From an optimization exercise on the open Yosys and OpenROAD flow, aimed at small area and a short achievable clock period; shortcuts taken in it are not production practice. RTL that was checked went through simulation tests only; none was proved equivalent to the original.

==> inputs of job 8789 <==
==> flow/design.v <==
module stack (
   input wire clk,
   input [13:0] we,
   input [10:0] d,
   input [3:0] depth,
   output [10:0] q      
);
   reg [10:0] mem [0:13];
   always_ff @(posedge clk) begin
      for (int i = 0; i < 14; i++)
         if (we[i]) mem[i] <= d;
   end
   assign q = mem[depth - 4'd2];
endmodule
module node (
   input wire clk,
   input wire rst,
   input wire stack,
   input [3:0] pLength,
   input [239:0] prog,
   input [3:0] wready,
   input [3:0] rready,
   input [10:0] left,
   input [10:0] right,
   input [10:0] up,
   input [10:0] down,
   output reg [10:0] out,
   output reg [3:0] write,
   output reg [3:0] read,
   output reg [10:0] acc
);
   reg [3:0] lw;
   reg [3:0] pc;         
   reg [10:0] bak;
   reg [2:0] last;       
   reg anyDst;           
   reg [3:0] depth;
   wire [10:0] memTop;
   wire [13:0] memWe;
   wire [1:0] anyDir = rready[0] ? 2'd0 : rready[1] ? 2'd1 : rready[2] ? 2'd2 : 2'd3;
   wire [15:0] instr = prog[16*pc +: 16];
   wire [2:0] dst = instr[13:11];
   wire [10:0] src = instr[10:0];
   wire [2:0] code = src[2:0];
   wire special = !src[10] && (&src[9:5]) && src[3];
   wire [1:0] sdir = code[2] ? code[1:0] : (code[0] ? last[1:0] : anyDir);
   wire [1:0] psel = stack ? anyDir : sdir;
   reg [10:0] pv;
   always_comb
      case (psel)
         2'd0: pv = left;
         2'd1: pv = right;
         2'd2: pv = up;
         2'd3: pv = down;
      endcase
   wire prdy = rready[psel];
   wire coreEn = !stack && (pLength != 4'd0);
   wire isMov = !instr[14];
   wire isAdd = instr[14:11] == 4'b1100;
   wire isSub = instr[14:11] == 4'b1101;
   wire isJro = instr[14:11] == 4'b1110;
   wire isMisc = instr[14:11] == 4'b1111;
   wire usesSrc = !isMisc;
   wire waiting = (write | lw) != 4'd0;
   wire ack = ((write | lw) & wready) != 4'd0;
   wire srcNone = special && code == 3'd3 && !last[2];
   wire srcPort = special && (code[2] || code[1]) && !srcNone;
   wire stall = usesSrc && srcPort && !prdy;
   reg [10:0] v;
   always_comb
      if (!special) v = src;
      else if (code == 3'd0) v = 11'd0;
      else if (code == 3'd1) v = acc;
      else v = pv;
   wire [11:0] opB = {v[10], v} ^ {12{isSub}};
   wire [11:0] sum = {acc[10], acc} + opB + {11'd0, isSub};
   wire over = !sum[11] && sum[10:0] > 11'd999;
   wire under = sum[11] && sum[10:0] < 11'd1049;
   wire [10:0] sat = over ? 11'd999 : under ? -11'sd999 : sum[10:0];
   wire [10:0] neg = -acc;
   wire [3:0] pLast = pLength - 4'd1;
   wire [4:0] t = {1'b0, pc} + {1'b0, v[3:0]};
   reg [3:0] jro;
   always_comb
      if (!v[10]) begin
         if (v[9:4] != 6'd0 || t > {1'b0, pLast}) jro = pLast;
         else jro = t[3:0];
      end
      else begin
         if (v[9:4] != 6'h3f || !t[4]) jro = 4'd0;
         else jro = t[3:0];
      end
   wire [3:0] inc = (pc == pLast) ? 4'd0 : pc + 4'd1;
   wire accZero = acc == 11'd0;
   reg jmpTaken;
   always_comb
      case (instr[6:4])
         3'b010: jmpTaken = 1'b1;
         3'b011: jmpTaken = accZero;
         3'b100: jmpTaken = !accZero;
         3'b101: jmpTaken = !acc[10] && !accZero;
         3'b110: jmpTaken = acc[10];
         default: jmpTaken = 1'b0;
      endcase
   wire movWrite = isMov && dst != 3'd1 && dst != 3'd0 && (dst != 3'd3 || last[2]);
   wire [1:0] wdir = dst[2] ? dst[1:0] : (dst[0] ? last[1:0] : 2'd2);
   reg [10:0] accC, bakC, outC;
   reg [3:0] pcC, writeC, lwC, readC;
   reg [2:0] lastC;
   reg anyDstC;
   always_comb begin
      accC = acc; bakC = bak; outC = out; pcC = pc; writeC = write; lwC = lw;
      readC = 4'd0; lastC = last; anyDstC = anyDst;
      if (waiting && !ack) begin
         if (write != 4'd0) begin
            if (anyDst) lastC = {1'b1, write[3] ? 2'd3 : write[2] ? 2'd2 : write[1] ? 2'd1 : 2'd0};
            lwC = write;
            writeC = 4'd0;
         end
         else begin
            writeC = anyDst ? {lw[1], lw[3], lw[0], lw[2]} : lw;
            lwC = 4'd0;
         end
      end
      else begin
         writeC = 4'd0;
         lwC = 4'd0;
         pcC = inc;
         anyDstC = dst == 3'd2;
         if (stall)
            pcC = pc;
         else if (!(usesSrc && srcNone)) begin
            if (usesSrc && srcPort) begin
               readC[sdir] = 1'b1;
               if (code == 3'd2) lastC = {1'b1, sdir};
            end
            if (isMov) begin
               if (dst == 3'd1) accC = v;
               else if (movWrite) begin
                  outC = v;
                  writeC[wdir] = 1'b1;
               end
            end
            else if (isAdd || isSub) accC = sat;
            else if (isJro) pcC = (special && code == 3'd0) ? 4'd0 : jro;
            else if (instr[6:4] == 3'b111) begin
               case (instr[1:0])
                  2'b00: begin accC = bak; bakC = acc; end
                  2'b01: bakC = acc;
                  2'b10: accC = neg;
                  2'b11: ;
               endcase
            end
            else if (jmpTaken) pcC = instr[3:0];
         end
      end
   end
   wire [3:0] stackLw = {lw[3], lw[2] | (lw == 4'd0), lw[1], lw[0]};
   wire pop = depth != 4'd0 && write == 4'd0 && (wready & stackLw) != 4'd0;
   wire push = depth != 4'd15 && rready != 4'd0 && !pop;
   reg [10:0] outS;
   reg [3:0] writeS, lwS, readS, depthS;
   always_comb begin
      outS = out; writeS = write; lwS = lw; readS = 4'd0; depthS = depth;
      if (depth != 4'd0 && write == 4'd0) begin
         if (pop) begin
            if (depth != 4'd1) outS = memTop;
            lwS = 4'd0;
            depthS = depth - 4'd1;
         end
         else
            writeS = {stackLw[1], stackLw[3], stackLw[0], stackLw[2]};
      end
      else if (write != 4'd0) begin
         lwS = write;
         writeS = 4'd0;
      end
      if (push) begin
         readS[anyDir] = 1'b1;
         outS = pv;
         depthS = depth + 4'd1;
      end
   end
   stack mem0(.clk(clk), .we(memWe), .d(out), .q(memTop), .depth(depth));
   assign memWe = (stack && push) ? (14'd1 << (depth - 4'd1)) & {14{depth != 4'd0}} : 14'd0;
   always_ff @(posedge clk or posedge rst) begin
      if (rst) begin
         out <= 11'd0;
         write <= 4'd0;
         read <= 4'd0;
         lw <= 4'd0;
         acc <= 11'd0;
         bak <= 11'd0;
         pc <= 4'd0;
         last <= 3'd0;
         anyDst <= 1'b0;
         depth <= 4'd0;
      end
      else if (stack) begin
         out <= outS;
         write <= writeS;
         read <= readS;
         lw <= lwS;
         depth <= depthS;
      end
      else if (coreEn) begin
         out <= outC;
         write <= writeC;
         read <= readC;
         lw <= lwC;
         acc <= accC;
         bak <= bakC;
         pc <= pcC;
         last <= lastC;
         anyDst <= anyDstC;
      end
   end
endmodule
module row
(
   input wire clk,
   input wire rst,
   input [15:0] pLength,
   input [959:0] prog,
   input [43:0] up,
   input [43:0] down,
   input [3:0] rreadyU,
   input [3:0] rreadyD,
   input [3:0] wreadyU,
   input [3:0] wreadyD,
   input [3:0] stack,
   output [3:0] writeU,
   output [3:0] writeD,
   output [43:0] out,
   output [3:0] readU,
   output [3:0] readD,
   output [43:0] acc
);
   wire [3:0] wr [0:3];
   wire [3:0] rd [0:3];
   genvar n;
   generate
      for (n = 0; n < 4; n++) begin : g
         wire rreadyL = (n == 0) ? 1'b0 : wr[(n == 0) ? 0 : n-1][1];
         wire rreadyR = (n == 3) ? 1'b0 : wr[(n == 3) ? 3 : n+1][0];
         wire wreadyL = (n == 0) ? 1'b0 : rd[(n == 0) ? 0 : n-1][1];
         wire wreadyR = (n == 3) ? 1'b0 : rd[(n == 3) ? 3 : n+1][0];
         wire [10:0] left = (n == 0) ? 11'd0 : out[11*((n == 0) ? 0 : n-1) +: 11];
         wire [10:0] right = (n == 3) ? 11'd0 : out[11*((n == 3) ? 3 : n+1) +: 11];
         node nd(.clk(clk), .rst(rst), .stack(stack[n]), .pLength(pLength[4*n +: 4]),
            .prog(prog[240*n +: 240]),
            .wready({wreadyD[n], wreadyU[n], wreadyR, wreadyL}),
            .rready({rreadyD[n], rreadyU[n], rreadyR, rreadyL}),
            .left(left), .right(right), .up(up[11*n +: 11]), .down(down[11*n +: 11]),
            .out(out[11*n +: 11]), .write(wr[n]), .read(rd[n]), .acc(acc[11*n +: 11]));
         assign writeU[n] = wr[n][2];
         assign writeD[n] = wr[n][3];
         assign readU[n] = rd[n][2];
         assign readD[n] = rd[n][3];
      end
   endgenerate
endmodule
==> flow/run.sh <==
#!/bin/bash
# synth_recipe.tcl (not shown) runs the flow's synth.tcl, then flattens the netlist and writes it again
# the make line also repeats each setting of config.mk as NAME=value (left out here)
make -C /OpenROAD-flow-scripts/flow DESIGN_CONFIG=/design/flow/config.mk WORK_HOME=/design/flow/orfs CLKGATE_MAP_FILE= SYNTH_SCRIPT=/design/flow/synth_recipe.tcl finish
==> flow/config.mk <==
export PLATFORM = sky130hd
export DESIGN_NAME = row
export DESIGN_NICKNAME = row
export VERILOG_FILES = /design/flow/design.v
export SDC_FILE = /design/flow/constraint.sdc
export NUM_CORES = 4
export LEC_CHECK = 0
export CAP_MARGIN = 30
export CORE_MARGIN = 2
export CORE_UTILIZATION = 50
export SLEW_MARGIN = 20
==> flow/constraint.sdc <==
create_clock -name core_clock -period 12.0 [get_ports {clk}]
set_input_delay 2.4000 -clock core_clock [delete_from_list [all_inputs] [get_ports {clk}]]
set_output_delay 2.4000 -clock core_clock [all_outputs]
set_load 0.01 [all_outputs]
==> inputs of job 1758, as changes to job 8789 <==
==> flow/design.v, changed modules only <==
module stack (
   input wire clk,
   input [11:0] we,
   input [10:0] d,
   input [10:0] e12,
   input [10:0] e13,
   input [3:0] depth,
   output reg [10:0] q      
);
   reg [10:0] mem [0:11];
   always_ff @(posedge clk) begin
      for (int i = 0; i < 12; i++)
         if (we[i]) mem[i] <= d;
   end
   wire [3:0] i = depth - 4'd2;
   always_comb
      if (i == 4'd12) q = e12;
      else if (i == 4'd13) q = e13;
      else q = mem[i];
endmodule
module node (
   input wire clk,
   input wire rst,
   input wire stack,
   input [3:0] pLength,
   input [239:0] prog,
   input [3:0] wready,
   input [3:0] rready,
   input [10:0] left,
   input [10:0] right,
   input [10:0] up,
   input [10:0] down,
   output reg [10:0] out,
   output reg [3:0] write,
   output reg [3:0] read,
   output [10:0] acc
);
   reg [3:0] lw;
   reg [3:0] pc;         
   reg [10:0] accR, bakR;    
   reg [2:0] last;       
   reg anyDst;           
   reg [3:0] depth;
   wire [10:0] memTop;
   wire [13:0] memWe;
   reg isStack, coreEn;
   reg [3:0] pLast;
   always_ff @(posedge clk) begin
      isStack <= stack;
      coreEn <= !stack && (pLength != 4'd0);
      pLast <= pLength - 4'd1;
   end
   assign acc = isStack ? 11'd0 : accR;
   wire [1:0] anyDir = rready[0] ? 2'd0 : rready[1] ? 2'd1 : rready[2] ? 2'd2 : 2'd3;
   reg [14:0] instr;
   wire [3:0] pcNext;
   always_ff @(posedge clk)
      instr <= prog[16*pcNext +: 15];
   wire [2:0] dst = instr[13:11];
   wire [10:0] src = instr[10:0];
   wire [2:0] code = src[2:0];
   wire special = !src[10] && (&src[9:5]) && src[3];
   wire anyMode = isStack || code == 3'd2;
   wire [1:0] fixedDir = code[2] ? code[1:0] : last[1:0];
   wire [3:0] take;
   assign take[0] = anyMode ? rready[0] : fixedDir == 2'd0;
   assign take[1] = anyMode ? !rready[0] && rready[1] : fixedDir == 2'd1;
   assign take[2] = anyMode ? !rready[0] && !rready[1] && rready[2] : fixedDir == 2'd2;
   assign take[3] = anyMode ? !rready[0] && !rready[1] && !rready[2] : fixedDir == 2'd3;
   wire [10:0] pv = ({11{take[0]}} & left) | ({11{take[1]}} & right) |
                    ({11{take[2]}} & up) | ({11{take[3]}} & down);
   wire prdy = (take & rready) != 4'd0;
   wire [1:0] sdir = anyMode ? anyDir : fixedDir;
   wire isMov = !instr[14];
   wire isAdd = instr[14:11] == 4'b1100;
   wire isSub = instr[14:11] == 4'b1101;
   wire isJro = instr[14:11] == 4'b1110;
   wire isMisc = instr[14:11] == 4'b1111;
   wire usesSrc = !isMisc;
   wire waiting = (write | lw) != 4'd0;
   wire ack = ((write | lw) & wready) != 4'd0;
   wire srcNone = special && code == 3'd3 && !last[2];
   wire srcPort = special && (code[2] || code[1]) && !srcNone;
   wire stall = usesSrc && srcPort && !prdy;
   wire usePv = special && code[2:1] != 2'd0;
   wire isNeg = isMisc && instr[6:4] == 3'b111 && instr[1:0] == 2'b10;
   wire [10:0] vOther = (isNeg || (special && code[0])) ? accR : special ? 11'd0 : src;
   wire [10:0] v = ({11{usePv && take[0]}} & left) | ({11{usePv && take[1]}} & right) |
                   ({11{usePv && take[2]}} & up) | ({11{usePv && take[3]}} & down) |
                   ({11{!usePv}} & vOther);
   wire sb = isSub || isNeg;
   wire [10:0] opA = isNeg ? 11'd0 : accR;
   wire [11:0] sum = {opA[10], opA} + ({v[10], v} ^ {12{sb}}) + {11'd0, sb};
   wire over = !sum[11] && sum[10:0] > 11'd999;
   wire under = sum[11] && sum[10:0] < 11'd1049;
   wire [10:0] sat = over ? 11'd999 : under ? -11'sd999 : sum[10:0];
   wire [3:0] room = pLast - pc;        
   function automatic [3:0] jroTo(input [10:0] x);
      reg [3:0] t;
      begin
         t = pc + x[3:0];
         if (!x[10]) jroTo = (x[9:4] == 6'd0 && x[3:0] <= room) ? t : pLast;
         else jroTo = (x[9:4] == 6'h3f && x[3:0] > ~pc) ? t : 4'd0;
      end
   endfunction
   wire [3:0] jro = (special && code == 3'd0) ? 4'd0 : jroTo(v);
   wire [3:0] inc = (pc == pLast) ? 4'd0 : pc + 4'd1;
   wire accZero = accR == 11'd0;
   reg jmpTaken;
   always_comb
      case (instr[6:4])
         3'b010: jmpTaken = 1'b1;
         3'b011: jmpTaken = accZero;
         3'b100: jmpTaken = !accZero;
         3'b101: jmpTaken = !accR[10] && !accZero;
         3'b110: jmpTaken = accR[10];
         default: jmpTaken = 1'b0;
      endcase
   wire movWrite = isMov && dst != 3'd1 && dst != 3'd0 && (dst != 3'd3 || last[2]);
   wire [1:0] wdir = dst[2] ? dst[1:0] : (dst[0] ? last[1:0] : 2'd2);
   reg [10:0] accC, bakC, outC;
   reg [3:0] pcC, writeC, lwC, readC;
   reg [2:0] lastC;
   reg anyDstC;
   always_comb begin
      accC = accR; bakC = bakR; outC = out; pcC = pc; writeC = write; lwC = lw;
      readC = 4'd0; lastC = last; anyDstC = anyDst;
      if (waiting && !ack) begin
         if (write != 4'd0) begin
            if (anyDst) lastC = {1'b1, write[3] ? 2'd3 : write[2] ? 2'd2 : write[1] ? 2'd1 : 2'd0};
            lwC = write;
            writeC = 4'd0;
         end
         else begin
            writeC = anyDst ? {lw[1], lw[3], lw[0], lw[2]} : lw;
            lwC = 4'd0;
         end
      end
      else begin
         writeC = 4'd0;
         lwC = 4'd0;
         pcC = inc;
         anyDstC = dst == 3'd2;
         if (stall)
            pcC = pc;
         else if (!(usesSrc && srcNone)) begin
            if (usesSrc && srcPort) begin
               readC[sdir] = 1'b1;
               if (code == 3'd2) lastC = {1'b1, sdir};
            end
            if (isMov) begin
               if (dst == 3'd1) accC = v;
               else if (movWrite) begin
                  outC = v;
                  writeC[wdir] = 1'b1;
               end
            end
            else if (isAdd || isSub) accC = sat;
            else if (isJro) pcC = jro;
            else if (instr[6:4] == 3'b111) begin
               case (instr[1:0])
                  2'b00: begin accC = bakR; bakC = accR; end
                  2'b01: bakC = accR;
                  2'b10: accC = sat;
                  2'b11: ;
               endcase
            end
            else if (jmpTaken) pcC = instr[3:0];
         end
      end
   end
   assign pcNext = rst ? 4'd0 : pcC;
   wire [3:0] stackLw = {lw[3], lw[2] | (lw == 4'd0), lw[1], lw[0]};
   wire pop = depth != 4'd0 && write == 4'd0 && (wready & stackLw) != 4'd0;
   wire push = depth != 4'd15 && rready != 4'd0 && !pop;
   reg [10:0] outS;
   reg [3:0] writeS, lwS, readS, depthS;
   always_comb begin
      outS = out; writeS = write; lwS = lw; readS = 4'd0; depthS = depth;
      if (depth != 4'd0 && write == 4'd0) begin
         if (pop) begin
            if (depth != 4'd1) outS = memTop;
            lwS = 4'd0;
            depthS = depth - 4'd1;
         end
         else
            writeS = {stackLw[1], stackLw[3], stackLw[0], stackLw[2]};
      end
      else if (write != 4'd0) begin
         lwS = write;
         writeS = 4'd0;
      end
      if (push) begin
         readS[anyDir] = 1'b1;
         outS = pv;
         depthS = depth + 4'd1;
      end
   end
   stack mem0(.clk(clk), .we(memWe[11:0]), .d(out), .e12(accR), .e13(bakR), .q(memTop), .depth(depth));
   assign memWe = (isStack && push) ? (14'd1 << (depth - 4'd1)) & {14{depth != 4'd0}} : 14'd0;
   always_ff @(posedge clk or posedge rst) begin
      if (rst) begin
         out <= 11'd0;
         write <= 4'd0;
         read <= 4'd0;
         lw <= 4'd0;
         accR <= 11'd0;
         bakR <= 11'd0;
         pc <= 4'd0;
         last <= 3'd0;
         anyDst <= 1'b0;
         depth <= 4'd0;
      end
      else if (isStack) begin
         out <= outS;
         write <= writeS;
         read <= readS;
         lw <= lwS;
         depth <= depthS;
         if (memWe[12]) accR <= out;
         if (memWe[13]) bakR <= out;
      end
      else if (coreEn) begin
         out <= outC;
         write <= writeC;
         read <= readC;
         lw <= lwC;
         accR <= accC;
         bakR <= bakC;
         pc <= pcC;
         last <= lastC;
         anyDst <= anyDstC;
      end
   end
endmodule
==> flow/flow/run.sh (new file) <==
#!/bin/bash
# The standard layout (standard.sh), with three changes to how it is made:
# - the buffer that placement puts on every input and output port is the
#   platform's smallest buffer (buf_1) instead of the delay cell that
#   buffer_ports picks by default;
# - synthesis leaves adders as plain gates for abc (no full/half adder
#   cells), so abc can time the carry logic with the rest;
# - timing repair aims at a setup margin of 7 ns.
# make's full output goes to standard.log; ORFS keeps each step's log in
# orfs/logs.
set -euo pipefail
export BUFFER_PORTS_ARGS="-buffer_cell sky130_fd_sc_hd__buf_1"
export ADDER_MAP_FILE=
export SETUP_SLACK_MARGIN=7
bash standard.sh finish > standard.log 2>&1
==> flow/standard.sh (new file) <==
#!/bin/bash
# synth_recipe.tcl (not shown) runs the flow's synth.tcl, then flattens the netlist and writes it again
# the make line also repeats each setting of config.mk as NAME=value (left out here)
make -C /OpenROAD-flow-scripts/flow DESIGN_CONFIG=/design/flow/config.mk WORK_HOME=/design/flow/orfs CLKGATE_MAP_FILE= SYNTH_SCRIPT=/design/flow/synth_recipe.tcl "${@:-finish}"
ABC_AREA = 1   (was unset)
CORE_AREA = 2 2 338 338   (was unset)
CORE_MARGIN = unset   (was 2)
CORE_UTILIZATION = unset   (was 50)
CTS_BUF_LIST = sky130_fd_sc_hd__clkbuf_4 sky130_fd_sc_hd__clkbuf_8   (was unset)
DIE_AREA = 0 0 340 340   (was unset)
removed: flow/run.sh
==> comparison table <==
quantity                                                                        job 8789        job 1758
Worst reg2reg path depth                                                              26              24
Sequential portion of the cell area                                               34.84%          31.96%
Average cell area after synthesis                                              10.89 um2       7.086 um2
Minimum hold slack                                                             0.4884 ns       0.4920 ns
Synth Net Count                                                                     6139            9360
Count of sequential standard cells                                                   842             838
Xor and xnor fraction of the mapped netlist area                                  2.928%         0.6722%
First element of the critical path                                             prog[416]      rreadyU[2]
Met1 layer wirelength in the final routing                                      86040 um       107400 um
Number of violations reported at the end of detailed-routing iteration 0            6484           10350
Die Outline Area                                                              0.1097 mm2      0.1156 mm2
RSZ-0062 raised after global routing                                                  no             yes
Status                                                                    finished clean  finished clean
Only the layout flow was run in job 8789; the RTL was not checked for function there.

[afterwards: timing with drivers on the ports]
The results above use ideal ports. As a check the final layouts listed here were re-extracted and re-timed, cells and wires unchanged.
Step 1 (the two cells are an assumption about what drives the block):
set clk [get_ports {clk}]
set_driving_cell -lib_cell sky130_fd_sc_hd__clkbuf_16 $clk
set_driving_cell -lib_cell sky130_fd_sc_hd__buf_2 [delete_from_list [all_inputs] $clk]
Step 2, shift: input delay + t, output delay - t, t = (earliest + latest rising clock arrival at the registers) / 2. This alone moves slack from input paths to output paths.
a / b / c = no drivers / after step 1 / after step 2; a / b = the first two.
run	t (ns)	setup slack, ns	hold slack, ns	worst slew at a driven data input, ns
job 8789	0.753	2.582 / 2.645 / 1.892	0.488 / 0.488 / 0.488	0.32
job 1758	0.939	6.968 / 6.855 / 5.917	0.492 / 0.492 / 0.492	0.32
After both steps setup and hold are still met in every run listed. The setup slack of job 1758, which loses most, moves by -0.113 ns with the drivers and by -1.051 ns with both steps.
